This is an optimization exercise on Yosys and OpenROAD, whose aim is small area, not a production implementation. Function was checked by simulation only, so behaviour that the tests miss may differ from the original. Power figures rest on the tool's default switching activity, not on a simulated workload.

`design/flow/design.v`:
```
`timescale 1ns / 1ps
module priority_encoder #
(
    parameter WIDTH = 4,
    parameter LSB_PRIORITY = "LOW"
)
(
    input  wire [WIDTH-1:0]         input_unencoded,
    output wire                     output_valid,
    output wire [$clog2(WIDTH)-1:0] output_encoded,
    output wire [WIDTH-1:0]         output_unencoded
);
parameter W1 = 2**$clog2(WIDTH);
parameter W2 = W1/2;
generate
    if (WIDTH == 1) begin
        assign output_valid = input_unencoded;
        assign output_encoded = 0;
    end else if (WIDTH == 2) begin
        assign output_valid = |input_unencoded;
        if (LSB_PRIORITY == "LOW") begin
            assign output_encoded = input_unencoded[1];
        end else begin
            assign output_encoded = ~input_unencoded[0];
        end
    end else begin
        wire [$clog2(W2)-1:0] out1, out2;
        wire valid1, valid2;
        priority_encoder #(
            .WIDTH(W2),
            .LSB_PRIORITY(LSB_PRIORITY)
        )
        priority_encoder_inst1 (
            .input_unencoded(input_unencoded[W2-1:0]),
            .output_valid(valid1),
            .output_encoded(out1)
        );
        priority_encoder #(
            .WIDTH(W2),
            .LSB_PRIORITY(LSB_PRIORITY)
        )
        priority_encoder_inst2 (
            .input_unencoded({{W1-WIDTH{1'b0}}, input_unencoded[WIDTH-1:W2]}),
            .output_valid(valid2),
            .output_encoded(out2)
        );
        assign output_valid = valid1 | valid2;
        if (LSB_PRIORITY == "LOW") begin
            assign output_encoded = valid2 ? {1'b1, out2} : {1'b0, out1};
        end else begin
            assign output_encoded = valid1 ? {1'b0, out1} : {1'b1, out2};
        end
    end
endgenerate
assign output_unencoded = 1 << output_encoded;
endmodule
`timescale 1ns / 1ps
module cam_srl #(
    parameter DATA_WIDTH = 64,
    parameter ADDR_WIDTH = 5,
    parameter SLICE_WIDTH = 4
)
(
    input  wire                     clk,
    input  wire                     rst,
    input  wire [ADDR_WIDTH-1:0]    write_addr,
    input  wire [DATA_WIDTH-1:0]    write_data,
    input  wire                     write_delete,
    input  wire                     write_enable,
    output wire                     write_busy,
    input  wire [DATA_WIDTH-1:0]    compare_data,
    output wire [2**ADDR_WIDTH-1:0] match_many,
    output wire [2**ADDR_WIDTH-1:0] match_single,
    output wire [ADDR_WIDTH-1:0]    match_addr,
    output wire                     match
);
localparam RING_BITS = 4;
localparam RING_LEN = 2**RING_BITS;
localparam RINGS = 2**(ADDR_WIDTH-RING_BITS);
localparam RAM_DEPTH = 2**ADDR_WIDTH;
reg [RING_BITS-1:0] rot_reg;
reg pend_reg;
reg [ADDR_WIDTH-1:0] pend_addr_reg;
reg [DATA_WIDTH-1:0] pend_data_reg;
reg pend_del_reg;
wire [RING_BITS-1:0] pend_slot = pend_addr_reg[RING_BITS-1:0] + rot_reg;
wire port_write = pend_reg && (pend_slot == {RING_BITS{1'b1}});
assign write_busy = pend_reg;
reg [DATA_WIDTH-1:0] slot_data[0:RAM_DEPTH-1];
reg [RAM_DEPTH-1:0] slot_valid;
reg [RAM_DEPTH-1:0] slot_match;
reg [RAM_DEPTH-1:0] entry_match;
reg [RAM_DEPTH-1:0] match_many_reg;
assign match_many = match_many_reg;
integer r, p;
localparam HI_GROUPS = (DATA_WIDTH + 2) / 3;
localparam LO_GROUPS = DATA_WIDTH / 2;
wire [HI_GROUPS*3-1:0] compare_data_n = {{HI_GROUPS*3-DATA_WIDTH{1'b1}}, ~compare_data};
wire [HI_GROUPS-1:0] hi_ok[0:RAM_DEPTH-1];
wire [LO_GROUPS-1:0] lo_bad[0:RAM_DEPTH-1];
genvar gp, gb;
generate
    for (gp = 0; gp < RAM_DEPTH; gp = gp + 1) begin : cmp
        wire [HI_GROUPS*3-1:0] d = {{HI_GROUPS*3-DATA_WIDTH{1'b0}}, slot_data[gp]};
        for (gb = 0; gb < HI_GROUPS; gb = gb + 1) begin : hi
            cam_cmp_hi3 cmp_hi_inst (
                .d(d[3*gb +: 3]),
                .cn(compare_data_n[3*gb +: 3]),
                .ok(hi_ok[gp][gb])
            );
        end
        for (gb = 0; gb < LO_GROUPS; gb = gb + 1) begin : lo
            cam_cmp_lo2 cmp_lo_inst (
                .d(d[2*gb +: 2]),
                .cn(compare_data_n[2*gb +: 2]),
                .bad(lo_bad[gp][gb])
            );
        end
    end
endgenerate
always @* begin
    for (p = 0; p < RAM_DEPTH; p = p + 1) begin
        slot_match[p] = slot_valid[p] && &hi_ok[p] && !(|lo_bad[p]);
    end
    for (r = 0; r < RINGS; r = r + 1) begin
        for (p = 0; p < RING_LEN; p = p + 1) begin
            entry_match[r*RING_LEN + p] = slot_match[r*RING_LEN + ((p + rot_reg) % RING_LEN)]
                && !(pend_reg && pend_addr_reg == r*RING_LEN + p);
        end
    end
end
always @(posedge clk) begin
    match_many_reg <= entry_match;
end
always @(posedge clk) begin
    for (r = 0; r < RINGS; r = r + 1) begin
        for (p = 1; p < RING_LEN; p = p + 1) begin
            slot_data[r*RING_LEN + p] <= slot_data[r*RING_LEN + p - 1];
            slot_valid[r*RING_LEN + p] <= slot_valid[r*RING_LEN + p - 1] && !rst;
        end
        if (port_write && pend_addr_reg[ADDR_WIDTH-1:RING_BITS] == r) begin
            slot_data[r*RING_LEN] <= pend_data_reg;
            slot_valid[r*RING_LEN] <= !pend_del_reg && !rst;
        end else begin
            slot_data[r*RING_LEN] <= slot_data[r*RING_LEN + RING_LEN - 1];
            slot_valid[r*RING_LEN] <= slot_valid[r*RING_LEN + RING_LEN - 1] && !rst;
        end
    end
end
always @(posedge clk) begin
    if (rst) begin
        rot_reg <= 0;
        pend_reg <= 1'b0;
    end else begin
        rot_reg <= rot_reg + 1;
        if (!pend_reg) begin
            if (write_enable) begin
                pend_reg <= 1'b1;
            end
        end else if (port_write) begin
            pend_reg <= 1'b0;
        end
    end
    if (!pend_reg && write_enable) begin
        pend_addr_reg <= write_addr;
        pend_data_reg <= write_data;
        pend_del_reg <= write_delete;
    end
end
priority_encoder #(
    .WIDTH(RAM_DEPTH),
    .LSB_PRIORITY("HIGH")
)
priority_encoder_inst (
    .input_unencoded(match_many_reg),
    .output_valid(match),
    .output_encoded(match_addr),
    .output_unencoded(match_single)
);
endmodule
module cam_cmp_hi3 (
    input  wire [2:0] d,
    input  wire [2:0] cn,
    output wire       ok
);
assign ok = ~((d[0] & cn[0]) | (d[1] & cn[1]) | (d[2] & cn[2]));
endmodule
module cam_cmp_lo2 (
    input  wire [1:0] d,
    input  wire [1:0] cn,
    output wire       bad
);
assign bad = ~((d[0] | cn[0]) & (d[1] | cn[1]));
endmodule
```
`design/flow/run.sh`:
```
#!/bin/bash
# synth_recipe.tcl (not shown) runs the flow's synth.tcl, then flattens the netlist and writes it again
# the make line also repeats each setting of config.mk as NAME=value (left out here)
make -C /OpenROAD-flow-scripts/flow DESIGN_CONFIG=/design/flow/config.mk WORK_HOME=/design/flow/orfs CLKGATE_MAP_FILE= SYNTH_SCRIPT=/design/flow/synth_recipe.tcl finish
```
`design/flow/config.mk`:
```
export PLATFORM = sky130hd
export DESIGN_NAME = cam_srl
export DESIGN_NICKNAME = cam_srl
export VERILOG_FILES = /design/flow/design.v
export SDC_FILE = /design/flow/constraint.sdc
export NUM_CORES = 4
export LEC_CHECK = 0
export CAP_MARGIN = 20
export CORE_MARGIN = 2
export CORE_UTILIZATION = 40
export SLEW_MARGIN = 20
export SYNTH_HIERARCHICAL = 1
```
`design/flow/constraint.sdc`:
```
create_clock -name core_clock -period 6.0 [get_ports {clk}]
set_input_delay 1.2000 -clock core_clock [delete_from_list [all_inputs] [get_ports {clk}]]
set_output_delay 1.2000 -clock core_clock [all_outputs]
set_load 0.01 [all_outputs]
```
==> flow_metrics.env, run 1 <==
export IMPL_switching_share_pct=24.9
export IMPL_hp_class="reg2reg"
export IMPL_portBuffers=207
export IMPL_via_per_inst=6.54
export IMPL_slew_viol_final=0
export IMPL_hold_buffers=0
export IMPL_clock_power_share_pct=42.8
export IMPL_power_leakage_nw=29.6
export IMPL_setup_viol=0
export IMPL_cpPeakStageDelay_ps=590
export IMPL_p_per_area_nw_per_um2=390
export IMPL_crit_path_start="match_many_reg[0]$_DFF_P_"
export IMPL_criticalPathCategory="reg2out"
export IMPL_internal_power_mw=24.2
export IMPL_cts_resized_gates=0
export IMPL_drt_iter0_drc=10300
export IMPL_synth_avg_cell_area_um2=12.6
export IMPL_place_gp_congestion=0.969
export IMPL_crit_top_cell="or2_1"
export IMPL_worstPathArrival_ps=3830
export IMPL_end_kind="primary output"
export IMPL_grt_max_degree=67
export IMPL_hold_viol=0
export IMPL_grt_use_total_pct=30.1
export IMPL_clockRootBuffer="clkbuf_16"
export IMPL_antenna_found_initial=8
export IMPL_drc=0
export IMPL_post_cts_buffers=0
export IMPL_die_w_um=415
export IMPL_switchingPower_mw=8.01
export IMPL_rrSetupSlack_ps=1970
export IMPL_die_area_um2=172000
export IMPL_r2r_start="slot_data[22][39]$_DFF_P_"
export IMPL_whs_ps=336
export IMPL_seq_power_share_pct=48.7
export IMPL_rows=150
export IMPL_cp_cell_sequence="or2_1 -> or2_1 -> or2_1 -> or2_1 -> nand2b_2 -> nor4_1 -> clkdlybuf4s50_1"
export IMPL_design_area_um2=82600
export IMPL_power_total_mw=32.2
export IMPL_final_antenna_net_count=0
export IMPL_clk_pin_slew_ps=60
export IMPL_status="complete, no violations"
export IMPL_nets=6330
export IMPL_layout_common_cells="dfxtp_1, o22ai_1, a222oi_1"
export IMPL_final_setup_tns_ps=0
export IMPL_ys_warn_count=9
export IMPL_finalWorstSetupSlack_ps=972
export IMPL_worst_pin_slew_ps=1170
export IMPL_fill_cells=15000
export IMPL_slowest_stage="clkdlybuf4s50_1"
export IMPL_largest_reg_flops=2048
export IMPL_slew_headroom_pct=21.3
export IMPL_dp_cells=8173
export IMPL_maxCapViolations=0
export IMPL_rr_worst_depth=9
export IMPL_combPwrFrac_pct=8.5
export IMPL_cts_buffer_depth=3
export IMPL_dieHeight_um=415
export IMPL_irDropWorstVdd_v=0.000301
export IMPL_core_area_um2=167000
export IMPL_clock_sinks=2187
export IMPL_cts_tree="built"
export IMPL_worstPathRequired_ps=4800
export IMPL_rsz0062_at_grt="no"
export IMPL_drive_above_1_share_pct=14.8
export IMPL_netlist_instances=5349
export IMPL_vias=56100
export IMPL_dp_slack_ps=474
export IMPL_r2r_end="match_many_reg[17]$_DFF_P_"
export IMPL_fin_crit_sh_pct=83.8
export IMPL_cts_buffers=210
export IMPL_wl_um=271000
export IMPL_fin_util_pct=49.3
export IMPL_area_growth_syn_to_layout_pct=22.4
export IMPL_synth_area_um2=67500
export IMPL_grt_pass1_wl_um=385000
export IMPL_grt_overflow=0
export IMPL_dp_hpwl_um=208000
export IMPL_fin_skew_ps=41.1
export IMPL_final_common_cell="dfxtp_1"
export IMPL_critPathMaxFanout=21
export IMPL_placed_area_um2=75300
export IMPL_crit_buf_inv=1
export IMPL_grt_pass1_vias=53700
export IMPL_cp_depth=7
export IMPL_startpoint_type="register"
export IMPL_clk_latency_ps=850
export IMPL_endpoint="match_single[28]"
export IMPL_firstDrtPassIters=11
export IMPL_wl_per_cell_um=31.6
export IMPL_h_tree_depth=4
export IMPL_finalNonFillerCells=8568
export IMPL_crit_family="simple AND/OR/NAND/NOR gates"
export IMPL_fmax_mhz=199
export IMPL_start_util_pct=40.3
export IMPL_io_pins=208
export IMPL_min_period_ps=5030
[power groups by stage]
stage	Sequential (mW)	Clock (mW)	Combinational, mW
final	15.7	13.8	2.75
after global routing	15.7	14.5	2.91
after CTS	15.7	13.9	2.69
after detailed placement	16.0	0	2.67
after global placement	16.0	0	2.67
after floorplan	15.7	0	1.58
[metal layers]
metal	track usage [%]	vias up	wire length, um
met5	0	-	24
met3	7.49	292	31300
li1	-	24400	-
met4	6.92	4	6190
met2	45.2	3395	117000
met1	43.5	28000	117000
[worst min path at each step]
| stage | slack (ps) | end | cells after the start | startpoint |
|---|---|---|---|---|
| CTS | 330 | slot_data[4][42]$_DFF_P_ | 0 | slot_data[3][42]$_DFF_P_ |
| global route | 350 | slot_data[4][42]$_DFF_P_ | 0 | slot_data[3][42]$_DFF_P_ |
| global placement | 350 | slot_data[24][1]$_DFF_P_ | 0 | slot_data[23][1]$_DFF_P_ |
| detailed placement | 360 | slot_data[24][16]$_DFF_P_ | 0 | slot_data[23][16]$_DFF_P_ |
| finish | 340 | slot_data[5][46]$_DFF_P_ | 0 | slot_data[4][46]$_DFF_P_ |
| floorplan | 350 | slot_data[10][10]$_DFF_P_ | 0 | slot_data[9][10]$_DFF_P_ |
[layout make-up]
class                   instances  area, um2  area share [%]
flip-flops and latches       2187      44500            53.9
multi-input cells            3133      22800            27.6
clock buffers                 305       6080            7.36
repair buffers                551       4920            5.96
well taps                    2204       2760            3.34
clock inverters                87       1190            1.44
inverters                      99        372           0.450
diodes                          2       5.00         0.00606
==> inputs of run 2 (changes only) <==
--- a/design/flow/design.v
+++ b/design/flow/design.v
@@ -95,23 +95,26 @@
 integer r, p;
 localparam HI_GROUPS = (DATA_WIDTH + 2) / 3;
 localparam LO_GROUPS = DATA_WIDTH / 2;
-wire [HI_GROUPS*3-1:0] compare_data_n = {{HI_GROUPS*3-DATA_WIDTH{1'b1}}, ~compare_data};
+wire [DATA_WIDTH-1:0] compare_data_n = ~compare_data;
 wire [HI_GROUPS-1:0] hi_ok[0:RAM_DEPTH-1];
 wire [LO_GROUPS-1:0] lo_bad[0:RAM_DEPTH-1];
 genvar gp, gb;
 generate
     for (gp = 0; gp < RAM_DEPTH; gp = gp + 1) begin : cmp
-        wire [HI_GROUPS*3-1:0] d = {{HI_GROUPS*3-DATA_WIDTH{1'b0}}, slot_data[gp]};
         for (gb = 0; gb < HI_GROUPS; gb = gb + 1) begin : hi
-            cam_cmp_hi3 cmp_hi_inst (
-                .d(d[3*gb +: 3]),
-                .cn(compare_data_n[3*gb +: 3]),
+            localparam N = (DATA_WIDTH - 3*gb < 3) ? DATA_WIDTH - 3*gb : 3;
+            cam_cmp_hi #(
+                .N(N)
+            )
+            cmp_hi_inst (
+                .d(slot_data[gp][3*gb +: N]),
+                .cn(compare_data_n[3*gb +: N]),
                 .ok(hi_ok[gp][gb])
             );
         end
         for (gb = 0; gb < LO_GROUPS; gb = gb + 1) begin : lo
             cam_cmp_lo2 cmp_lo_inst (
-                .d(d[2*gb +: 2]),
+                .d(slot_data[gp][2*gb +: 2]),
                 .cn(compare_data_n[2*gb +: 2]),
                 .bad(lo_bad[gp][gb])
             );
@@ -122,9 +125,30 @@
     for (p = 0; p < RAM_DEPTH; p = p + 1) begin
         slot_match[p] = slot_valid[p] && &hi_ok[p] && !(|lo_bad[p]);
     end
+end
+wire [RING_BITS-1:0] rot_n = ~rot_reg;
+wire [RAM_DEPTH-1:0] rot_stage[0:RING_BITS];
+assign rot_stage[0] = slot_match;
+genvar gs, gr, ge;
+generate
+    for (gs = 0; gs < RING_BITS; gs = gs + 1) begin : rot
+        for (gr = 0; gr < RINGS; gr = gr + 1) begin : ring
+            for (ge = 0; ge < RING_LEN; ge = ge + 1) begin : ent
+                cam_sel_n sel_inst (
+                    .a(rot_stage[gs][gr*RING_LEN + (ge + 2**gs) % RING_LEN]),
+                    .s(rot_reg[gs]),
+                    .b(rot_stage[gs][gr*RING_LEN + ge]),
+                    .sn(rot_n[gs]),
+                    .y(rot_stage[gs+1][gr*RING_LEN + ge])
+                );
+            end
+        end
+    end
+endgenerate
+always @* begin
     for (r = 0; r < RINGS; r = r + 1) begin
         for (p = 0; p < RING_LEN; p = p + 1) begin
-            entry_match[r*RING_LEN + p] = slot_match[r*RING_LEN + ((p + rot_reg) % RING_LEN)]
+            entry_match[r*RING_LEN + p] = rot_stage[RING_BITS][r*RING_LEN + p]
                 && !(pend_reg && pend_addr_reg == r*RING_LEN + p);
         end
     end
@@ -132,20 +156,54 @@
 always @(posedge clk) begin
     match_many_reg <= entry_match;
 end
+wire [RINGS-1:0] port_sel;
+wire [RINGS-1:0] port_sel_n = ~port_sel;
+wire [DATA_WIDTH-1:0] port_data[0:RINGS-1];
+genvar gd;
+generate
+    for (gr = 0; gr < RINGS; gr = gr + 1) begin : port
+        assign port_sel[gr] = port_write && pend_addr_reg[ADDR_WIDTH-1:RING_BITS] == gr;
+        for (gd = 0; gd < DATA_WIDTH; gd = gd + 1) begin : pbit
+            cam_sel sel_inst (
+                .a(pend_data_reg[gd]),
+                .s(port_sel[gr]),
+                .b(slot_data[gr*RING_LEN + RING_LEN - 1][gd]),
+                .sn(port_sel_n[gr]),
+                .y(port_data[gr][gd])
+            );
+        end
+    end
+endgenerate
 always @(posedge clk) begin
     for (r = 0; r < RINGS; r = r + 1) begin
         for (p = 1; p < RING_LEN; p = p + 1) begin
             slot_data[r*RING_LEN + p] <= slot_data[r*RING_LEN + p - 1];
             slot_valid[r*RING_LEN + p] <= slot_valid[r*RING_LEN + p - 1] && !rst;
         end
-        if (port_write && pend_addr_reg[ADDR_WIDTH-1:RING_BITS] == r) begin
-            slot_data[r*RING_LEN] <= pend_data_reg;
+        slot_data[r*RING_LEN] <= port_data[r];
+        if (port_sel[r]) begin
             slot_valid[r*RING_LEN] <= !pend_del_reg && !rst;
         end else begin
-            slot_data[r*RING_LEN] <= slot_data[r*RING_LEN + RING_LEN - 1];
             slot_valid[r*RING_LEN] <= slot_valid[r*RING_LEN + RING_LEN - 1] && !rst;
         end
     end
+end
+wire pend_load = !pend_reg && write_enable;
+wire pend_load_n = ~pend_load;
+wire [DATA_WIDTH-1:0] pend_data_next;
+generate
+    for (gd = 0; gd < DATA_WIDTH; gd = gd + 1) begin : pend_bit
+        cam_sel sel_inst (
+            .a(write_data[gd]),
+            .s(pend_load),
+            .b(pend_data_reg[gd]),
+            .sn(pend_load_n),
+            .y(pend_data_next[gd])
+        );
+    end
+endgenerate
+always @(posedge clk) begin
+    pend_data_reg <= pend_data_next;
 end
 always @(posedge clk) begin
     if (rst) begin
@@ -163,7 +221,6 @@
     end
     if (!pend_reg && write_enable) begin
         pend_addr_reg <= write_addr;
-        pend_data_reg <= write_data;
         pend_del_reg <= write_delete;
     end
 end
@@ -178,12 +235,15 @@
     .output_unencoded(match_single)
 );
 endmodule
-module cam_cmp_hi3 (
-    input  wire [2:0] d,
-    input  wire [2:0] cn,
-    output wire       ok
-);
-assign ok = ~((d[0] & cn[0]) | (d[1] & cn[1]) | (d[2] & cn[2]));
+module cam_cmp_hi #(
+    parameter N = 3
+)
+(
+    input  wire [N-1:0] d,
+    input  wire [N-1:0] cn,
+    output wire         ok
+);
+assign ok = ~|(d & cn);
 endmodule
 module cam_cmp_lo2 (
     input  wire [1:0] d,
@@ -192,3 +252,21 @@
 );
 assign bad = ~((d[0] | cn[0]) & (d[1] | cn[1]));
 endmodule
+module cam_sel (
+    input  wire a,
+    input  wire s,
+    input  wire b,
+    input  wire sn,
+    output wire y
+);
+assign y = (a & s) | (b & sn);
+endmodule
+module cam_sel_n (
+    input  wire a,
+    input  wire s,
+    input  wire b,
+    input  wire sn,
+    output wire y
+);
+assign y = ~((a | sn) & (b | s));
+endmodule
--- a/design/flow/config.mk
+++ b/design/flow/config.mk
@@ -7,6 +7,9 @@
 export LEC_CHECK = 0
 export CAP_MARGIN = 20
 export CORE_MARGIN = 2
-export CORE_UTILIZATION = 40
+export CORE_UTILIZATION = 52
+export CTS_BUF_LIST = sky130_fd_sc_hd__clkbuf_8
+export CTS_CLUSTER_DIAMETER = 50
+export CTS_CLUSTER_SIZE = 16
 export SLEW_MARGIN = 20
 export SYNTH_HIERARCHICAL = 1
==> flow_metrics.env, run 2 <==
export IMPL_power_leakage_nw=26.2
export IMPL_clk_pin_slew_ps=100
export IMPL_final_common_cell="dfxtp_1"
export IMPL_clock_sinks=2187
export IMPL_irDropWorstVdd_v=0.000279
export IMPL_grt_max_degree=65
export IMPL_startpoint_type="register"
export IMPL_via_per_inst=7.47
export IMPL_die_w_um=360
export IMPL_drt_iter0_drc=14300
export IMPL_cts_buffers=176
export IMPL_rows=130
export IMPL_fin_crit_sh_pct=88.7
export IMPL_die_area_um2=130000
export IMPL_drive_above_1_share_pct=9.72
export IMPL_largest_reg_flops=2048
export IMPL_fill_cells=10400
export IMPL_hp_class="reg2reg"
export IMPL_area_growth_syn_to_layout_pct=14.6
export IMPL_maxCapViolations=0
export IMPL_cts_tree="built"
export IMPL_p_per_area_nw_per_um2=349
export IMPL_seq_power_share_pct=59.2
export IMPL_switchingPower_mw=7.05
export IMPL_gr_usage_met1_pct=63.6
export IMPL_synth_area_um2=65900
export IMPL_clk_latency_ps=970
export IMPL_dieHeight_um=360
export IMPL_worstPathRequired_ps=4800
export IMPL_setup_viol=0
export IMPL_grt_use_total_pct=41.4
export IMPL_dp_hpwl_um=215000
export IMPL_vias=56500
export IMPL_grt_busiest_layer="met1"
export IMPL_netlist_instances=5248
export IMPL_place_gp_congestion=1.04
export IMPL_core_area_um2=126000
export IMPL_whs_ps=343
export IMPL_synth_avg_cell_area_um2=12.6
export IMPL_cts_resized_gates=0
export IMPL_register_area_um2=43800
export IMPL_criticalPathCategory="reg2out"
export IMPL_fin_skew_ps=53.1
export IMPL_h_tree_depth=4
export IMPL_grt_overflow=0
export IMPL_grt_use_met2_pct=50.9
export IMPL_wl_per_cell_um=37.0
export IMPL_slew_headroom_pct=24.5
export IMPL_status="complete, no violations"
export IMPL_combPwrFrac_pct=9.0
export IMPL_worst_pin_slew_ps=1130
export IMPL_antenna_found_initial=8
export IMPL_cts_buffer_depth=3
export IMPL_grt_pass1_wl_um=385000
export IMPL_wl_um=280000
export IMPL_design_area_um2=75500
export IMPL_multi_input_area_um2=21500
export IMPL_internal_power_mw=19.3
export IMPL_grt_use_met3_pct=13.1
export IMPL_critPathMaxFanout=21
export IMPL_io_pins=208
export IMPL_hold_viol=0
export IMPL_ys_warn_count=9
export IMPL_final_setup_tns_ps=0
export IMPL_layout_common_cells="dfxtp_1, o22ai_1, a222oi_1"
export IMPL_drc=0
export IMPL_final_antenna_net_count=0
export IMPL_rsz0062_at_grt="no"
export IMPL_end_kind="primary output"
export IMPL_fmax_mhz=188
export IMPL_firstDrtPassIters=14
export IMPL_slew_viol_final=0
export IMPL_hold_buffers=0
export IMPL_clockRootBuffer="clkbuf_8"
export IMPL_placed_area_um2=72100
export IMPL_worstPathArrival_ps=4120
export IMPL_switching_share_pct=26.8
export IMPL_grt_pass1_vias=50500
export IMPL_portBuffers=207
export IMPL_start_util_pct=52.4
export IMPL_nets=5966
export IMPL_clock_power_share_pct=31.8
export IMPL_min_period_ps=5320
export IMPL_post_cts_buffers=0
-- run 2: cell type report --
class                           instances  share of cell area, %
Sequential cell                      2187                   58.1
Multi-Input combinational cell       2936                   28.4
Timing Repair Buffer                  419                   5.72
Clock buffer                          195                   3.55
Tap cell                             1650                   2.73
Clock inverter                         77                  0.956
Inverter                              104                  0.520
Antenna cell                            2                0.00663
-- run 2: path summary, 6_finish.rpt --
path         slack [ps]  cells past startpoint                   endpoint                  startpoint
max                 680                      7           match_single[25]   match_many_reg[1]$_DFF_P_
min                 340                      0  slot_data[24][19]$_DFF_P_   slot_data[23][19]$_DFF_P_
min reg2reg         340                      0  slot_data[24][19]$_DFF_P_   slot_data[23][19]$_DFF_P_
max reg2reg        2120                      8   slot_data[0][10]$_DFF_P_  pend_addr_reg[0]$_DFFE_PP_
-- run 2: power by group through the flow --
| stage | Clock, mW | Sequential, mW | Combinational (mW) |
|---|---|---|---|
| floorplan | 0 | 15.6 | 1.28 |
| global placement | 0 | 15.9 | 2.27 |
| detailed placement | 0 | 15.9 | 2.29 |
| CTS | 8.38 | 15.6 | 2.29 |
| global route | 8.92 | 15.6 | 2.46 |
| finish | 8.37 | 15.6 | 2.37 |
-- run 2: metrics by stage --
| step | util [%] | worst slack, ps | std cells | power, mW |
|---|---|---|---|---|
| finish | 60.0 | 681 | 7570 | 26.3 |
| CTS | 60.0 | 661 | 7568 | 26.2 |
| detailed placement | 57.3 | 491 | 7296 | 18.2 |
| global placement | 57.3 | 524 | 7296 | 18.2 |
| global route | 60.0 | 539 | 7569 | 27.0 |
| floorplan | - | 1810 | 5248 | 16.8 |
-- run 2: layer usage --
layer / part of all wire (%) / vias up
met2: 36 / 5043
met3: 16 / 529
li1: - / 23700
met4: 5.4 / 0
met1: 42 / 27300
met5: 0 / -
-- run 2: worst max-delay path, stage by stage (launching register included) --
cell and delay (ps):
dfxtp_1 340, or2_1 270, or2_1 300, or2_1 390, or2_1 580, nand2b_2 380, nor3_1 320, clkdlybuf4s50_1 600
==> inputs of run 3 (changes only) <==
==> design/flow/flow/run.sh (new file) <==
#!/bin/bash
# Layout flow: the standard ORFS flow (standard.sh) with two changes.
#  - Ports are buffered with sky130_fd_sc_hd__buf_2 instead of the default
#    buffer (clkdlybuf4s50_1); every input and output still gets one.
#  - Clock tree synthesis uses clkbuf_8 buffers, clusters of at most 16
#    sinks within 50 um, and adds no dummy loads.
# The run's full output is in standard.log; ORFS's per-step logs are under
# orfs/logs.
set -euo pipefail
export BUFFER_PORTS_ARGS="-buffer_cell sky130_fd_sc_hd__buf_2"
export CTS_ARGS="-sink_clustering_enable -repair_clock_nets -sink_clustering_size 16 -sink_clustering_max_diameter 50 -buf_list sky130_fd_sc_hd__clkbuf_8 -dont_use_dummy_load"
bash standard.sh finish > standard.log 2>&1
==> design/flow/standard.sh (new file) <==
#!/bin/bash
# synth_recipe.tcl (not shown) runs the flow's synth.tcl, then flattens the netlist and writes it again
# the make line also repeats each setting of config.mk as NAME=value (left out here)
make -C /OpenROAD-flow-scripts/flow DESIGN_CONFIG=/design/flow/config.mk WORK_HOME=/design/flow/orfs CLKGATE_MAP_FILE= SYNTH_SCRIPT=/design/flow/synth_recipe.tcl "${@:-finish}"
removed: design/flow/run.sh
==> flow_metrics.env, run 3 <==
export IMPL_grt_pass1_wl_um=393000
export IMPL_switchingPower_mw=6.71
export IMPL_worstPathArrival_ps=3690
export IMPL_startpoint_type="register"
export IMPL_min_period_ps=4890
export IMPL_dp_hpwl_um=224000
export IMPL_nets=5956
export IMPL_worst_pin_slew_ps=1130
export IMPL_portBuffers=207
export IMPL_slew_headroom_pct=24.3
export IMPL_slew_viol_final=0
export IMPL_dp_cells=7285
export IMPL_fin_crit_sh_pct=81.5
export IMPL_cts_buffers=177
export IMPL_clock_sinks=2187
export IMPL_end_kind="primary output"
export IMPL_hp_class="reg2reg"
export IMPL_criticalPathCategory="reg2out"
export IMPL_hold_viol=0
export IMPL_seq_power_share_pct=62.3
export IMPL_fmax_mhz=205
export IMPL_largest_reg_flops=2048
export IMPL_grt_overflow=0
export IMPL_grt_pass1_vias=50600
export IMPL_start_util_pct=52.4
export IMPL_synth_area_um2=65900
export IMPL_cts_resized_gates=0
export IMPL_wl_per_cell_um=38.7
export IMPL_drive_above_1_share_pct=11.9
export IMPL_fin_skew_ps=88.1
export IMPL_h_tree_depth=4
export IMPL_die_area_um2=130000
export IMPL_wl_um=289000
export IMPL_critPathMaxFanout=21
export IMPL_worstPathRequired_ps=4800
export IMPL_dieHeight_um=360
export IMPL_r2r_start="slot_data[26][29]$_DFF_P_"
export IMPL_antenna_found_initial=11
export IMPL_rsz0062_at_grt="no"
export IMPL_p_per_area_nw_per_um2=343
export IMPL_rows=130
export IMPL_firstDrtPassIters=13
export IMPL_final_antenna_net_count=0
export IMPL_finalWorstSetupSlack_ps=1110
export IMPL_clockRootBuffer="clkbuf_8"
export IMPL_post_cts_buffers=0
export IMPL_cts_tree="built"
export IMPL_core_area_um2=126000
export IMPL_power_leakage_nw=25.8
export IMPL_grt_max_degree=66
export IMPL_irDropWorstVdd_v=0.000249
export IMPL_final_setup_tns_ps=0
export IMPL_synth_avg_cell_area_um2=12.6
export IMPL_layout_common_cells="dfxtp_1, o22ai_1, a222oi_1"
export IMPL_setup_viol=0
export IMPL_clk_pin_slew_ps=100
export IMPL_vias=56800
export IMPL_hold_buffers=0
export IMPL_area_growth_syn_to_layout_pct=11.3
export IMPL_dp_slack_ps=705
export IMPL_finalNonFillerCells=7470
export IMPL_drt_iter0_drc=14600
export IMPL_internal_power_mw=18.4
export IMPL_via_per_inst=7.61
export IMPL_fin_util_pct=58.3
export IMPL_io_pins=208
export IMPL_min_from="slot_data[23][1]$_DFF_P_"
export IMPL_netlist_instances=5248
export IMPL_status="complete, no violations"
export IMPL_place_gp_congestion=1.03
export IMPL_combPwrFrac_pct=9.1
export IMPL_grt_use_total_pct=42.8
export IMPL_clock_power_share_pct=28.6
export IMPL_switching_share_pct=26.7
export IMPL_ys_warn_count=9
export IMPL_final_common_cell="dfxtp_1"
export IMPL_die_w_um=360
export IMPL_cts_buffer_depth=3
export IMPL_drc=0
export IMPL_maxCapViolations=0
export IMPL_clk_latency_ps=970
export IMPL_crit_path_start="match_many_reg[1]$_DFF_P_"
==> run 3: area by class of cell <==
class	count	area (um2)
antenna	8	20.0
clock buffer	177	2440
fill	10500	52400
inverter	104	394
multi-input combinational	2936	21500
sequential	2187	43800
tap	1650	2060
timing repair buffer	408	3080
==> run 3: metal layers <==
metal / vias up / GRT usage, % / routed length, um
met4: 2 / 20.5 / 15800
met5: - / 0 / 13
met2: 5255 / 51.9 / 103000
met1: 27400 / 66.0 / 123000
li1: 23600 / - / -
met3: 565 / 14.3 / 47100
==> run 3: critical path, stage by stage, from the launching register on <==
cell and delay [ps]:
dfxtp_1 370, or2_1 290, or2_1 300, or2_1 380, or2_1 570, nand2b_2 390, nor3_1 290, buf_2 190
==> run 3: stage by stage <==
step           instance area [um2]  power (mW)  hold WS (ps)
2_1_floorplan                65900        16.8           350
3_3_place_gp                 70800        18.1           354
3_5_place_dp                 70800        18.1           357
4_1_cts                      73300        24.9           278
5_1_grt                      73300        25.7           288
6_report                     73300        25.1           288
==> run 3: final timing paths <==
kind	endpoint	slack [ps]	cells past startpoint
min	slot_data[24][1]$_DFF_P_	290	0
max	match_single[25]	1110	7
min reg2reg	slot_data[24][1]$_DFF_P_	290	0
max reg2reg	match_many_reg[16]$_DFF_P_	1940	10
==> run 3: power by group through the flow <==
stage	clock network [mW]	registers [mW]	logic [mW]
after floorplan	0	15.6	1.28
after global placement	0	15.9	2.18
after detailed placement	0	15.9	2.19
after CTS	7.17	15.6	2.20
after global routing	7.68	15.6	2.36
final	7.19	15.7	2.28
==> inputs of run 4 (changes only) <==
==> design/flow/flow/run.sh (replaced) <==
#!/bin/bash
# Layout flow: the standard ORFS flow (standard.sh) with two changes.
#  - Ports are buffered with sky130_fd_sc_hd__buf_1 instead of the default
#    buffer (clkdlybuf4s50_1); every input and output still gets one.
#  - Clock tree synthesis uses clkbuf_8 buffers, clusters of at most 16
#    sinks within 50 um, and adds no dummy loads.
# The run's full output is in standard.log; ORFS's per-step logs are under
# orfs/logs.
set -euo pipefail
export BUFFER_PORTS_ARGS="-buffer_cell sky130_fd_sc_hd__buf_1"
export CTS_ARGS="-sink_clustering_enable -repair_clock_nets -sink_clustering_size 16 -sink_clustering_max_diameter 50 -buf_list sky130_fd_sc_hd__clkbuf_8 -dont_use_dummy_load"
bash standard.sh finish > standard.log 2>&1
--- a/design/flow/config.mk
+++ b/design/flow/config.mk
@@ -11,5 +11,6 @@
 export CTS_BUF_LIST = sky130_fd_sc_hd__clkbuf_8
 export CTS_CLUSTER_DIAMETER = 50
 export CTS_CLUSTER_SIZE = 16
+export GPL_TIMING_DRIVEN = 0
 export SLEW_MARGIN = 20
 export SYNTH_HIERARCHICAL = 1
==> flow_metrics.env, run 4 <==
export IMPL_drt_iter0_drc=14800
export IMPL_grt_pass1_vias=53200
export IMPL_rows=130
export IMPL_end_kind="register"
export IMPL_criticalPathCategory="in2reg"
export IMPL_cts_buffer_depth=3
export IMPL_irDropWorstVdd_v=0.000264
export IMPL_slowest_stage="nor3_1"
export IMPL_wl_per_cell_um=40.3
export IMPL_setup_viol=0
export IMPL_slew_viol_final=0
export IMPL_hp_class="reg2reg"
export IMPL_maxCapViolations=0
export IMPL_start_util_pct=52.4
export IMPL_min_period_ps=5450
export IMPL_cpPeakStageDelay_ps=1140
export IMPL_grt_max_degree=67
export IMPL_ys_warn_count=9
export IMPL_whs_ps=345
export IMPL_place_gp_congestion=0.970
export IMPL_largest_reg_flops=2048
export IMPL_nets=5840
export IMPL_crit_top_cell="o22ai_1"
export IMPL_grt_pass1_wl_um=406000
export IMPL_dp_hpwl_um=202000
export IMPL_portBuffers=206
export IMPL_io_pins=208
export IMPL_via_per_inst=8.00
export IMPL_dieHeight_um=360
export IMPL_core_area_um2=126000
export IMPL_clk_latency_ps=970
export IMPL_synth_avg_cell_area_um2=12.6
export IMPL_wl_um=296000
export IMPL_antenna_found_initial=9
export IMPL_cts_buffers=172
export IMPL_hold_viol=0
export IMPL_synth_area_um2=65900
export IMPL_status="complete, no violations"
export IMPL_grt_use_total_pct=43.6
export IMPL_h_tree_depth=4
export IMPL_drc=0
export IMPL_clock_sinks=2187
export IMPL_worstPathArrival_ps=6300
export IMPL_dp_cells=7174
export IMPL_fin_crit_sh_pct=90.8
export IMPL_final_common_cell="dfxtp_1"
export IMPL_final_antenna_net_count=0
export IMPL_critPathMaxFanout=33
export IMPL_netlist_instances=5248
export IMPL_cp_cell_sequence="buf_1 -> inv_4 -> buf_12 -> o22ai_1 -> or4_1 -> nor4_1 -> nand2_1 -> nor3_1 -> o22ai_1 -> o22ai_1 -> o22ai_1 -> o22ai_1 -> a21boi_0"
export IMPL_cts_resized_gates=0
export IMPL_p_per_area_nw_per_um2=343
export IMPL_startpoint_type="primary input"
export IMPL_grt_overflow=0
export IMPL_die_w_um=360
export IMPL_fill_cells=10600
export IMPL_post_cts_buffers=0
export IMPL_hold_buffers=0
export IMPL_rsz0062_at_grt="no"
export IMPL_cts_tree="built"
export IMPL_firstDrtPassIters=21
export IMPL_fmax_mhz=183
export IMPL_clockRootBuffer="clkbuf_8"
export IMPL_worst_pin_slew_ps=1400
export IMPL_clk_pin_slew_ps=90
export IMPL_power_leakage_nw=24.8
export IMPL_fin_skew_ps=48.2
export IMPL_worstPathRequired_ps=6850
export IMPL_die_area_um2=130000
export IMPL_slew_headroom_pct=6.06
export IMPL_final_setup_tns_ps=0
export IMPL_finalNonFillerCells=7352
export IMPL_vias=58800
export IMPL_layout_common_cells="dfxtp_1, o22ai_1, a222oi_1"
export IMPL_power_total_mw=25.0
export IMPL_area_growth_syn_to_layout_pct=10.9
export IMPL_drive_above_1_share_pct=6.64
-- run 4: final timing paths --
path,startpoint,endpoint,slack [ps],cells after the start
setup / recovery,compare_data[1],match_many_reg[18]$_DFF_P_,550,13
hold / removal,slot_data[17][38]$_DFF_P_,slot_data[18][38]$_DFF_P_,340,0
setup reg to reg,slot_data[31][1]$_DFF_P_,match_many_reg[18]$_DFF_P_,1230,10
hold reg to reg,slot_data[17][38]$_DFF_P_,slot_data[18][38]$_DFF_P_,340,0
-- run 4: through the flow --
| step | cell area [um2] | worst slack, ps | utilization [%] |
|---|---|---|---|
| CTS | 73000 | 1220 | 58.1 |
| floorplan | 65900 | 1810 | - |
| global placement | 68700 | -1800 | 54.6 |
| global route | 73000 | 871 | 58.1 |
| finish | 73000 | 550 | 58.1 |
| detailed placement | 70600 | 251 | 56.2 |
-- run 4: area by class of cell --
cell class              instances  area [um2]  area share [%]
flip-flops and latches       2187       43800            60.0
repair buffers                276        2470            3.39
well taps                    1650        2060            2.83
inverters                     104         553           0.757
diodes                          6        15.0          0.0206
plain buffers                  21         174           0.238
clock buffers                 172        2370            3.24
multi-input cells            2936       21500            29.5
-- run 4: where the power goes --
| part | switching [mW] | internal [mW] |
|---|---|---|
| Combinational | 1.53 | 0.822 |
| Clock | 4.53 | 2.56 |
| Sequential | 0.610 | 15.0 |
-- run 4: layer usage --
| metal | track usage, % | wire length [um] | up-vias |
|---|---|---|---|
| li1 | - | - | 23300 |
| met5 | 0.222 | 72 | - |
| met3 | 22.1 | 56300 | 872 |
| met4 | 15.8 | 11900 | 12 |
| met1 | 64.6 | 123000 | 28300 |
| met2 | 52.7 | 105000 | 6296 |
-- run 4: critical path: cells and delay by family --
family / cells / cell delay, ps
AO/OA/AOI/OAI: 6 / 1350
buffers and inverters: 3 / 930
AND/OR/NAND/NOR: 4 / 2740
==> inputs of run 5 (changes only) <==
--- a/design/flow/design.v
+++ b/design/flow/design.v
@@ -95,7 +95,20 @@
 integer r, p;
 localparam HI_GROUPS = (DATA_WIDTH + 2) / 3;
 localparam LO_GROUPS = DATA_WIDTH / 2;
-wire [DATA_WIDTH-1:0] compare_data_n = ~compare_data;
+localparam CMP_GROUP = 8;
+wire [DATA_WIDTH-1:0] compare_data_n[0:RAM_DEPTH/CMP_GROUP-1];
+genvar gc;
+generate
+    for (gc = 0; gc < RAM_DEPTH/CMP_GROUP; gc = gc + 1) begin : cinv
+        cam_inv #(
+            .WIDTH(DATA_WIDTH)
+        )
+        inv_inst (
+            .a(compare_data),
+            .y(compare_data_n[gc])
+        );
+    end
+endgenerate
 wire [HI_GROUPS-1:0] hi_ok[0:RAM_DEPTH-1];
 wire [LO_GROUPS-1:0] lo_bad[0:RAM_DEPTH-1];
 genvar gp, gb;
@@ -108,14 +121,14 @@
             )
             cmp_hi_inst (
                 .d(slot_data[gp][3*gb +: N]),
-                .cn(compare_data_n[3*gb +: N]),
+                .cn(compare_data_n[gp/CMP_GROUP][3*gb +: N]),
                 .ok(hi_ok[gp][gb])
             );
         end
         for (gb = 0; gb < LO_GROUPS; gb = gb + 1) begin : lo
             cam_cmp_lo2 cmp_lo_inst (
                 .d(slot_data[gp][2*gb +: 2]),
-                .cn(compare_data_n[2*gb +: 2]),
+                .cn(compare_data_n[gp/CMP_GROUP][2*gb +: 2]),
                 .bad(lo_bad[gp][gb])
             );
         end
@@ -270,3 +283,12 @@
 );
 assign y = ~((a | sn) & (b | s));
 endmodule
+module cam_inv #(
+    parameter WIDTH = 1
+)
+(
+    input  wire [WIDTH-1:0] a,
+    output wire [WIDTH-1:0] y
+);
+assign y = ~a;
+endmodule
==> flow_metrics.env, run 5 <==
export IMPL_cpPeakStageDelay_ps=1110
export IMPL_clk_latency_ps=960
export IMPL_drt_iter0_drc=12700
export IMPL_antenna_found_initial=34
export IMPL_maxCapViolations=0
export IMPL_rows=131
export IMPL_grt_use_total_pct=41.4
export IMPL_slowest_stage="nor3_1"
export IMPL_irDropWorstVdd_v=0.000250
export IMPL_core_area_um2=127000
export IMPL_h_tree_depth=4
export IMPL_slew_headroom_pct=7.48
export IMPL_slew_viol_final=0
export IMPL_firstDrtPassIters=15
export IMPL_netlist_instances=5440
export IMPL_hold_depth=0
export IMPL_die_area_um2=131000
export IMPL_fmax_mhz=165
export IMPL_vias=56600
export IMPL_via_per_inst=7.52
export IMPL_startpoint_type="primary input"
export IMPL_nets=5971
export IMPL_final_setup_tns_ps=-43.0
export IMPL_clockRootBuffer="clkbuf_8"
export IMPL_cts_tree="built"
export IMPL_synth_area_um2=66600
export IMPL_p_per_area_nw_per_um2=346
export IMPL_die_w_um=362
export IMPL_critPathMaxFanout=16
export IMPL_hp_class="reg2reg"
export IMPL_grt_max_degree=67
export IMPL_ys_warn_count=9
export IMPL_dieHeight_um=362
export IMPL_cp_cell_sequence="buf_1 -> inv_1 -> a222oi_1 -> nand4_1 -> nor4_1 -> nand2_1 -> nor3_1 -> o22ai_1 -> o22ai_1 -> o22ai_1 -> o22ai_1 -> a21boi_0"
export IMPL_grt_pass1_wl_um=385000
export IMPL_rr_worst_depth=10
export IMPL_grt_overflow=0
export IMPL_hold_viol=0
export IMPL_final_antenna_net_count=0
export IMPL_clock_sinks=2187
export IMPL_wl_per_cell_um=37.6
export IMPL_synth_avg_cell_area_um2=12.2
export IMPL_largest_reg_flops=2048
export IMPL_worst_pin_slew_ps=1380
export IMPL_finalWorstSetupSlack_ps=-43.0
export IMPL_cts_resized_gates=0
export IMPL_cts_buffers=176
export IMPL_criticalPathCategory="in2reg"
export IMPL_whs_ps=328
export IMPL_fin_skew_ps=60.3
export IMPL_fin_util_pct=56.6
export IMPL_min_period_ps=6040
export IMPL_io_pins=208
export IMPL_dp_slack_ps=-518
export IMPL_drive_above_1_share_pct=4.50
export IMPL_finalNonFillerCells=7519
export IMPL_place_gp_congestion=1.05
export IMPL_cts_buffer_depth=3
export IMPL_so_violations="setup timing"
export IMPL_rsz0062_at_grt="no"
export IMPL_layout_common_cells="dfxtp_1, o22ai_1, a222oi_1"
export IMPL_area_growth_syn_to_layout_pct=8.31
export IMPL_design_area_um2=72100
export IMPL_worstPathArrival_ps=6870
export IMPL_fin_crit_sh_pct=101
export IMPL_start_util_pct=52.3
export IMPL_crit_top_cell="o22ai_1"
export IMPL_setup_viol=1
export IMPL_grt_pass1_vias=50200
export IMPL_worstPathRequired_ps=6830
export IMPL_dp_cells=7313
export IMPL_hold_buffers=0
export IMPL_dp_hpwl_um=216000
export IMPL_portBuffers=206
export IMPL_placed_area_um2=69600
export IMPL_power_leakage_nw=25.2
export IMPL_status="finished with violations"
export IMPL_drc=0
export IMPL_clk_pin_slew_ps=90
export IMPL_post_cts_buffers=0
export IMPL_wl_um=282000
export IMPL_final_common_cell="dfxtp_1"
export IMPL_power_total_mw=25.0
export IMPL_end_kind="register"
## run 5: area by class of cell
cell class	instances	area, um2
fill	11000	55200
sequential	2187	43800
multi-input combinational	2936	21500
clock buffer	176	2420
tap	1662	2080
inverter	296	1120
timing repair buffer	211	871
buffer	21	175
antenna	30	75.1
## run 5: critical path, delay by kind of cell
family,cells,cell delay (ps)
AO/OA/AOI/OAI,6,1750
buffers and inverters,2,1490
AND/OR/NAND/NOR,4,2380
## run 5: path summary, 6_finish.rpt
| kind | end | startpoint | slack (ps) |
|---|---|---|---|
| worst max register to register | match_many_reg[17]$_DFF_P_ | slot_data[16][23]$_DFF_P_ | 1230 |
| worst min-delay path | slot_data[19][11]$_DFF_P_ | slot_data[18][11]$_DFF_P_ | 330 |
| worst max-delay path | match_many_reg[17]$_DFF_P_ | compare_data[15] | -40 |
| worst min register to register | slot_data[19][11]$_DFF_P_ | slot_data[18][11]$_DFF_P_ | 330 |
## run 5: metal layers
metal	vias up	GRT usage, %	part of all wire [%]
met5	-	3.55	0.26
met4	36	14.2	3.4
met3	522	20.8	17
met2	4372	54.7	39
met1	28000	57.4	41
li1	23600	-	-
## run 5: power by group
part	total, mW	switching [mW]	internal [mW]
clock network	7.19	4.57	2.62
registers	15.6	0.587	15.0
logic	2.22	1.51	0.718
total	25.0	6.66	18.3
==> inputs of run 6 (changes only) <==
==> design/flow/flow/run.sh (replaced) <==
#!/bin/bash
# Layout flow: the standard ORFS flow (standard.sh) with two changes.
#  - Ports are buffered with sky130_fd_sc_hd__buf_2 instead of the default
#    buffer (clkdlybuf4s50_1); every input and output still gets one.
#  - Clock tree synthesis uses clkbuf_8 buffers, clusters of at most 16
#    sinks within 50 um, and adds no dummy loads.
# The run's full output is in standard.log; ORFS's per-step logs are under
# orfs/logs.
set -euo pipefail
export BUFFER_PORTS_ARGS="-buffer_cell sky130_fd_sc_hd__buf_2"
export CTS_ARGS="-sink_clustering_enable -repair_clock_nets -sink_clustering_size 16 -sink_clustering_max_diameter 50 -buf_list sky130_fd_sc_hd__clkbuf_8 -dont_use_dummy_load"
bash standard.sh finish > standard.log 2>&1
--- a/design/flow/config.mk
+++ b/design/flow/config.mk
@@ -11,6 +11,5 @@
 export CTS_BUF_LIST = sky130_fd_sc_hd__clkbuf_8
 export CTS_CLUSTER_DIAMETER = 50
 export CTS_CLUSTER_SIZE = 16
-export GPL_TIMING_DRIVEN = 0
 export SLEW_MARGIN = 20
 export SYNTH_HIERARCHICAL = 1
==> flow_metrics.env, run 6 <==
export IMPL_status="complete, no violations"
export IMPL_antenna_found_initial=42
export IMPL_grt_pass1_vias=50000
export IMPL_layout_common_cells="dfxtp_1, o22ai_1, a222oi_1"
export IMPL_hp_class="reg2reg"
export IMPL_drc=0
export IMPL_drive_above_1_share_pct=8.30
export IMPL_place_gp_congestion=1.06
export IMPL_design_area_um2=72500
export IMPL_io_pins=208
export IMPL_via_per_inst=7.49
export IMPL_firstDrtPassIters=15
export IMPL_die_area_um2=131000
export IMPL_wl_per_cell_um=38.7
export IMPL_min_period_ps=4780
export IMPL_maxCapViolations=0
export IMPL_rrSetupSlack_ps=1630
export IMPL_grt_use_total_pct=42.7
export IMPL_hold_end="slot_data[29][14]$_DFF_P_"
export IMPL_wl_um=292000
export IMPL_fin_util_pct=56.9
export IMPL_whs_ps=308
export IMPL_multi_input_area_um2=21500
export IMPL_die_w_um=362
export IMPL_min_from="slot_data[28][14]$_DFF_P_"
export IMPL_fin_skew_ps=99.9
export IMPL_rows=131
export IMPL_synth_avg_cell_area_um2=12.2
export IMPL_final_setup_tns_ps=0
export IMPL_clockRootBuffer="clkbuf_8"
export IMPL_cts_resized_gates=0
export IMPL_slew_viol_final=0
export IMPL_fill_cells=11000
export IMPL_grt_pass1_wl_um=389000
export IMPL_fin_crit_sh_pct=79.6
export IMPL_core_area_um2=127000
export IMPL_nets=6008
export IMPL_final_antenna_net_count=0
export IMPL_end_kind="primary output"
export IMPL_dp_hpwl_um=226000
export IMPL_rr_worst_depth=8
export IMPL_critPathMaxFanout=21
export IMPL_synth_area_um2=66600
export IMPL_h_tree_depth=4
export IMPL_placed_area_um2=70000
export IMPL_power_total_mw=25.1
export IMPL_cts_tree="built"
export IMPL_dieHeight_um=362
export IMPL_register_area_um2=43800
export IMPL_setup_viol=0
export IMPL_grt_max_degree=67
export IMPL_hold_viol=0
export IMPL_grt_overflow=0
export IMPL_worst_pin_slew_ps=1130
export IMPL_vias=56600
export IMPL_hold_depth=0
export IMPL_clk_latency_ps=960
export IMPL_p_per_area_nw_per_um2=346
export IMPL_netlist_instances=5440
export IMPL_power_leakage_nw=26.0
export IMPL_slew_headroom_pct=23.8
export IMPL_cts_buffers=177
export IMPL_clk_pin_slew_ps=100
export IMPL_hold_buffers=0
export IMPL_cts_buffer_depth=3
export IMPL_post_cts_buffers=0
export IMPL_clock_sinks=2187
export IMPL_r2r_start="pend_addr_reg[0]$_DFFE_PP_"
export IMPL_fmax_mhz=209
export IMPL_r2r_end="slot_data[16][32]$_DFF_P_"
export IMPL_start_util_pct=52.3
export IMPL_largest_reg_flops=2048
export IMPL_final_common_cell="dfxtp_1"
export IMPL_criticalPathCategory="reg2out"
export IMPL_portBuffers=207
export IMPL_worstPathArrival_ps=3580
export IMPL_drt_iter0_drc=13900
export IMPL_startpoint_type="register"
export IMPL_area_growth_syn_to_layout_pct=8.88
export IMPL_ys_warn_count=9
export IMPL_worstPathRequired_ps=4800
export IMPL_irDropWorstVdd_v=0.000271
export IMPL_rsz0062_at_grt="no"
[run 6: worst max-delay path by stage]
stage	startpoint	end	slack [ps]	depth (start not counted)
after floorplan	write_enable	pend_data_reg[0]$_DFF_P_	1970	3
after global placement	compare_data[39]	match_many_reg[6]$_DFF_P_	760	13
after detailed placement	compare_data[42]	match_many_reg[17]$_DFF_P_	790	13
after CTS	match_many_reg[0]$_DFF_P_	match_single[26]	1180	7
after global routing	match_many_reg[0]$_DFF_P_	match_single[25]	1020	7
final	match_many_reg[0]$_DFF_P_	match_single[24]	1220	7
[run 6: power breakdown]
group | switching, mW | leakage, nW | internal (mW)
sequential | 0.597 | 17.7 | 15.0
combinational | 1.55 | 7.05 | 0.723
clock | 4.61 | 1.27 | 2.63
total | 6.76 | 26.0 | 18.3
[run 6: layout make-up]
type | count | share of cell area, %
sequential | 2187 | 60.5
clock buffer | 177 | 3.36
timing repair buffer | 268 | 2.06
antenna | 30 | 0.104
multi-input combinational | 2936 | 29.6
tap | 1662 | 2.87
inverter | 296 | 1.53
[run 6: metal layers]
layer	GRT usage (%)	wire [um]	share of wire [%]
met1	60.2	119000	41
met2	56.5	113000	39
met3	19.1	47100	16
met4	16.5	12400	4.2
met5	0	277	0.095
[run 6: stage by stage]
stage	cells	setup slack [ps]
floorplan	5440	1970
global placement	7349	763
detailed placement	7349	791
CTS	7526	1180
global route	7529	1020
finish	7556	1220
[run 6: critical path, cell delays in order, from the launching register on]
cell	delay [ps]
dfxtp_1	380
or2_1	280
or2_1	320
or2_1	390
or2_1	540
nand2b_2	370
nor4_1	190
buf_2	170
==> inputs of run 7 (changes only) <==
==> design/flow/flow/run.sh (replaced) <==
#!/bin/bash
# Layout flow: the standard ORFS flow (standard.sh) with two changes.
#  - Ports are buffered with sky130_fd_sc_hd__buf_1 instead of the default
#    buffer (clkdlybuf4s50_1); every input and output still gets one.
#  - Clock tree synthesis uses clkbuf_8 buffers, clusters of at most 16
#    sinks within 80 um, and adds no dummy loads.
# The run's full output is in standard.log; ORFS's per-step logs are under
# orfs/logs.
set -euo pipefail
export BUFFER_PORTS_ARGS="-buffer_cell sky130_fd_sc_hd__buf_1"
export CTS_ARGS="-sink_clustering_enable -repair_clock_nets -sink_clustering_size 16 -sink_clustering_max_diameter 80 -buf_list sky130_fd_sc_hd__clkbuf_8 -dont_use_dummy_load"
bash standard.sh finish > standard.log 2>&1
--- a/design/flow/config.mk
+++ b/design/flow/config.mk
@@ -9,7 +9,7 @@
 export CORE_MARGIN = 2
 export CORE_UTILIZATION = 52
 export CTS_BUF_LIST = sky130_fd_sc_hd__clkbuf_8
-export CTS_CLUSTER_DIAMETER = 50
+export CTS_CLUSTER_DIAMETER = 80
 export CTS_CLUSTER_SIZE = 16
 export SLEW_MARGIN = 20
 export SYNTH_HIERARCHICAL = 1
==> flow_metrics.env, run 7 <==
export IMPL_status="complete, no violations"
export IMPL_h_tree_depth=4
export IMPL_cpPeakStageDelay_ps=920
export IMPL_place_gp_congestion=1.06
export IMPL_drive_above_1_share_pct=6.53
export IMPL_finalWorstSetupSlack_ps=809
export IMPL_fill_cells=11000
export IMPL_end_kind="register"
export IMPL_grt_use_total_pct=43.8
export IMPL_drt_iter0_drc=13600
export IMPL_cp_cell_sequence="buf_1 -> inv_1 -> a222oi_1 -> nand4_1 -> nor4_1 -> nand2_1 -> nor3_1 -> buf_4 -> o22ai_1 -> o22ai_1 -> o22ai_1 -> o22ai_1 -> a21boi_0"
export IMPL_design_area_um2=72900
export IMPL_via_per_inst=7.52
export IMPL_slowest_stage="buf_1"
export IMPL_grt_use_met2_pct=57.3
export IMPL_slew_viol_final=0
export IMPL_fin_skew_ps=78.5
export IMPL_vias=57600
export IMPL_die_w_um=362
export IMPL_final_common_cell="dfxtp_1"
export IMPL_largest_reg_flops=2048
export IMPL_final_antenna_net_count=0
export IMPL_placed_area_um2=70700
export IMPL_crit_top_cell="o22ai_1"
export IMPL_start_util_pct=52.3
export IMPL_clock_sinks=2187
export IMPL_layout_common_cells="dfxtp_1, o22ai_1, a222oi_1"
export IMPL_die_area_um2=131000
export IMPL_grt_busiest_layer="met1"
export IMPL_hold_viol=0
export IMPL_final_setup_tns_ps=0
export IMPL_cts_resized_gates=0
export IMPL_synth_avg_cell_area_um2=12.2
export IMPL_criticalPathCategory="in2reg"
export IMPL_cts_buffer_depth=3
export IMPL_p_per_area_nw_per_um2=339
export IMPL_startpoint_type="primary input"
export IMPL_worstPathRequired_ps=6790
export IMPL_power_total_mw=24.7
export IMPL_critPathMaxFanout=16
export IMPL_worstPathArrival_ps=5980
export IMPL_rrSetupSlack_ps=2050
export IMPL_grt_max_degree=66
export IMPL_worst_pin_slew_ps=1320
export IMPL_wl_per_cell_um=39.1
export IMPL_io_pins=208
export IMPL_cts_buffers=154
export IMPL_drc=0
export IMPL_rsz0062_at_grt="no"
export IMPL_clk_latency_ps=950
export IMPL_rows=131
export IMPL_synth_area_um2=66600
export IMPL_hold_buffers=0
export IMPL_dp_slack_ps=305
export IMPL_grt_use_met3_pct=19.6
export IMPL_grt_pass1_vias=51000
export IMPL_fin_crit_sh_pct=86.5
export IMPL_slew_headroom_pct=11.4
export IMPL_fmax_mhz=193
export IMPL_maxCapViolations=0
export IMPL_portBuffers=207
export IMPL_cts_tree="built"
export IMPL_grt_overflow=0
export IMPL_clk_pin_slew_ps=100
export IMPL_nets=6113
export IMPL_core_area_um2=127000
export IMPL_firstDrtPassIters=13
export IMPL_dieHeight_um=362
export IMPL_power_leakage_nw=25.8
export IMPL_dp_hpwl_um=233000
export IMPL_clockRootBuffer="clkbuf_8"
export IMPL_gr_usage_met1_pct=61.2
export IMPL_netlist_instances=5440
export IMPL_hp_class="reg2reg"
export IMPL_post_cts_buffers=0
export IMPL_min_period_ps=5190
export IMPL_area_growth_syn_to_layout_pct=9.45
export IMPL_antenna_found_initial=47
export IMPL_ys_warn_count=9
export IMPL_setup_viol=0
export IMPL_grt_pass1_wl_um=401000
export IMPL_wl_um=300000
export IMPL_irDropWorstVdd_v=0.000270
-- run 7: cell count changes in the layout (fill, tap and decap cells not counted), sizes merged --
cell and change:
clkbuf -20, clkinv -1, buf +125, inv +1, diode -6
-- run 7: routing by layer --
layer | part of all wire (%) | up-vias
met5 | 0.15 | -
met4 | 4.9 | 38
met2 | 38 | 4629
met1 | 40 | 28400
met3 | 17 | 608
li1 | - | 23900
-- run 7: area by class of cell --
| type | instances | area (um2) | share of cell area (%) |
|---|---|---|---|
| Multi-Input combinational cell | 2936 | 21500 | 29.5 |
| Tap cell | 1662 | 2080 | 2.85 |
| Timing Repair Buffer | 396 | 2200 | 3.02 |
| Clock buffer | 154 | 2120 | 2.91 |
| Sequential cell | 2187 | 43800 | 60.2 |
| Inverter | 296 | 1110 | 1.52 |
| Antenna cell | 24 | 60.1 | 0.0824 |
-- run 7: report_power, final --
part	total (mW)	internal (mW)	switching (mW)	leakage, nW
logic	2.30	0.743	1.56	7.03
registers	15.6	15.0	0.608	17.7
clock network	6.82	2.31	4.51	1.11
total	24.7	18.0	6.68	25.8
-- run 7: final timing paths --
check        cells after the start                 startpoint                          to
min reg2reg                      0  slot_data[30][22]$_DFF_P_   slot_data[31][22]$_DFF_P_
min                              0  slot_data[30][22]$_DFF_P_   slot_data[31][22]$_DFF_P_
max                             13           compare_data[39]  match_many_reg[19]$_DFF_P_
max reg2reg                     11   slot_data[21][3]$_DFF_P_  match_many_reg[19]$_DFF_P_
-- run 7: stage by stage --
step / instances / hold WS [ps] / util (%)
finish: 7655 / 329 / 57.2
global route: 7639 / 332 / 57.2
CTS: 7631 / 332 / 57.2
detailed placement: 7477 / 356 / 55.5
global placement: 7477 / 353 / 55.5
floorplan: 5440 / 350 / -
-- run 7: worst max-delay path: cells and delay by family --
kind	cells	cell delay, ps
simple gates	4	1500
buf+inv	3	1810
compound gates	6	1460

-- afterwards: timing with drivers on the ports --
In the flow no input, the clock included, has a driving cell. The finished layouts below were timed again as built, in two steps.
Step 1 sets driving cells, clkbuf_16 on the clock port and buf_2 on the other inputs (assumed; they add their load-dependent delay and slew).
Step 2 also shifts input and output timing later by t, the mid clock arrival at the registers, as if the neighbouring blocks saw the same clock.
Three values: ideal ports, drivers, drivers and shift; two values: the first two.
| run | t (ns) | slack for setup (ns) | worst hold slack (ns) | clock arrival spread, ns | worst register clock-pin slew, ns |
|---|---|---|---|---|---|
| run 1 | 0.919 | 0.972 / 0.885 / 0.294 | 0.336 / 0.336 / 0.336 | 0.042 / 0.041 | 0.07 / 0.07 |
| run 2 | 1.016 | 0.681 / 0.603 / 0.278 | 0.343 / 0.343 / 0.343 | 0.053 / 0.053 | 0.10 / 0.10 |
| run 3 | 0.995 | 1.113 / 1.035 / 0.348 | 0.288 / 0.288 / 0.288 | 0.111 / 0.111 | 0.11 / 0.11 |
| run 4 | 1.017 | 0.550 / 0.603 / -0.414 | 0.345 / 0.345 / 0.345 | 0.068 / 0.068 | 0.11 / 0.11 |
| run 5 | 1.005 | -0.043 / 0.004 / -1.001 | 0.328 / 0.328 / 0.328 | 0.071 / 0.070 | 0.11 / 0.11 |
| run 6 | 0.989 | 1.222 / 1.145 / 0.356 | 0.308 / 0.308 / 0.308 | 0.103 / 0.103 | 0.11 / 0.11 |
| run 7 | 0.973 | 0.809 / 0.841 / -0.132 | 0.329 / 0.329 / 0.329 | 0.082 / 0.082 | 0.12 / 0.12 |
With both steps, setup timing fails in run 4 and run 7, where it was met with ideal ports. The setup slack of run 4, which loses most, moves by +0.053 ns with the drivers and by -0.964 ns with both steps.
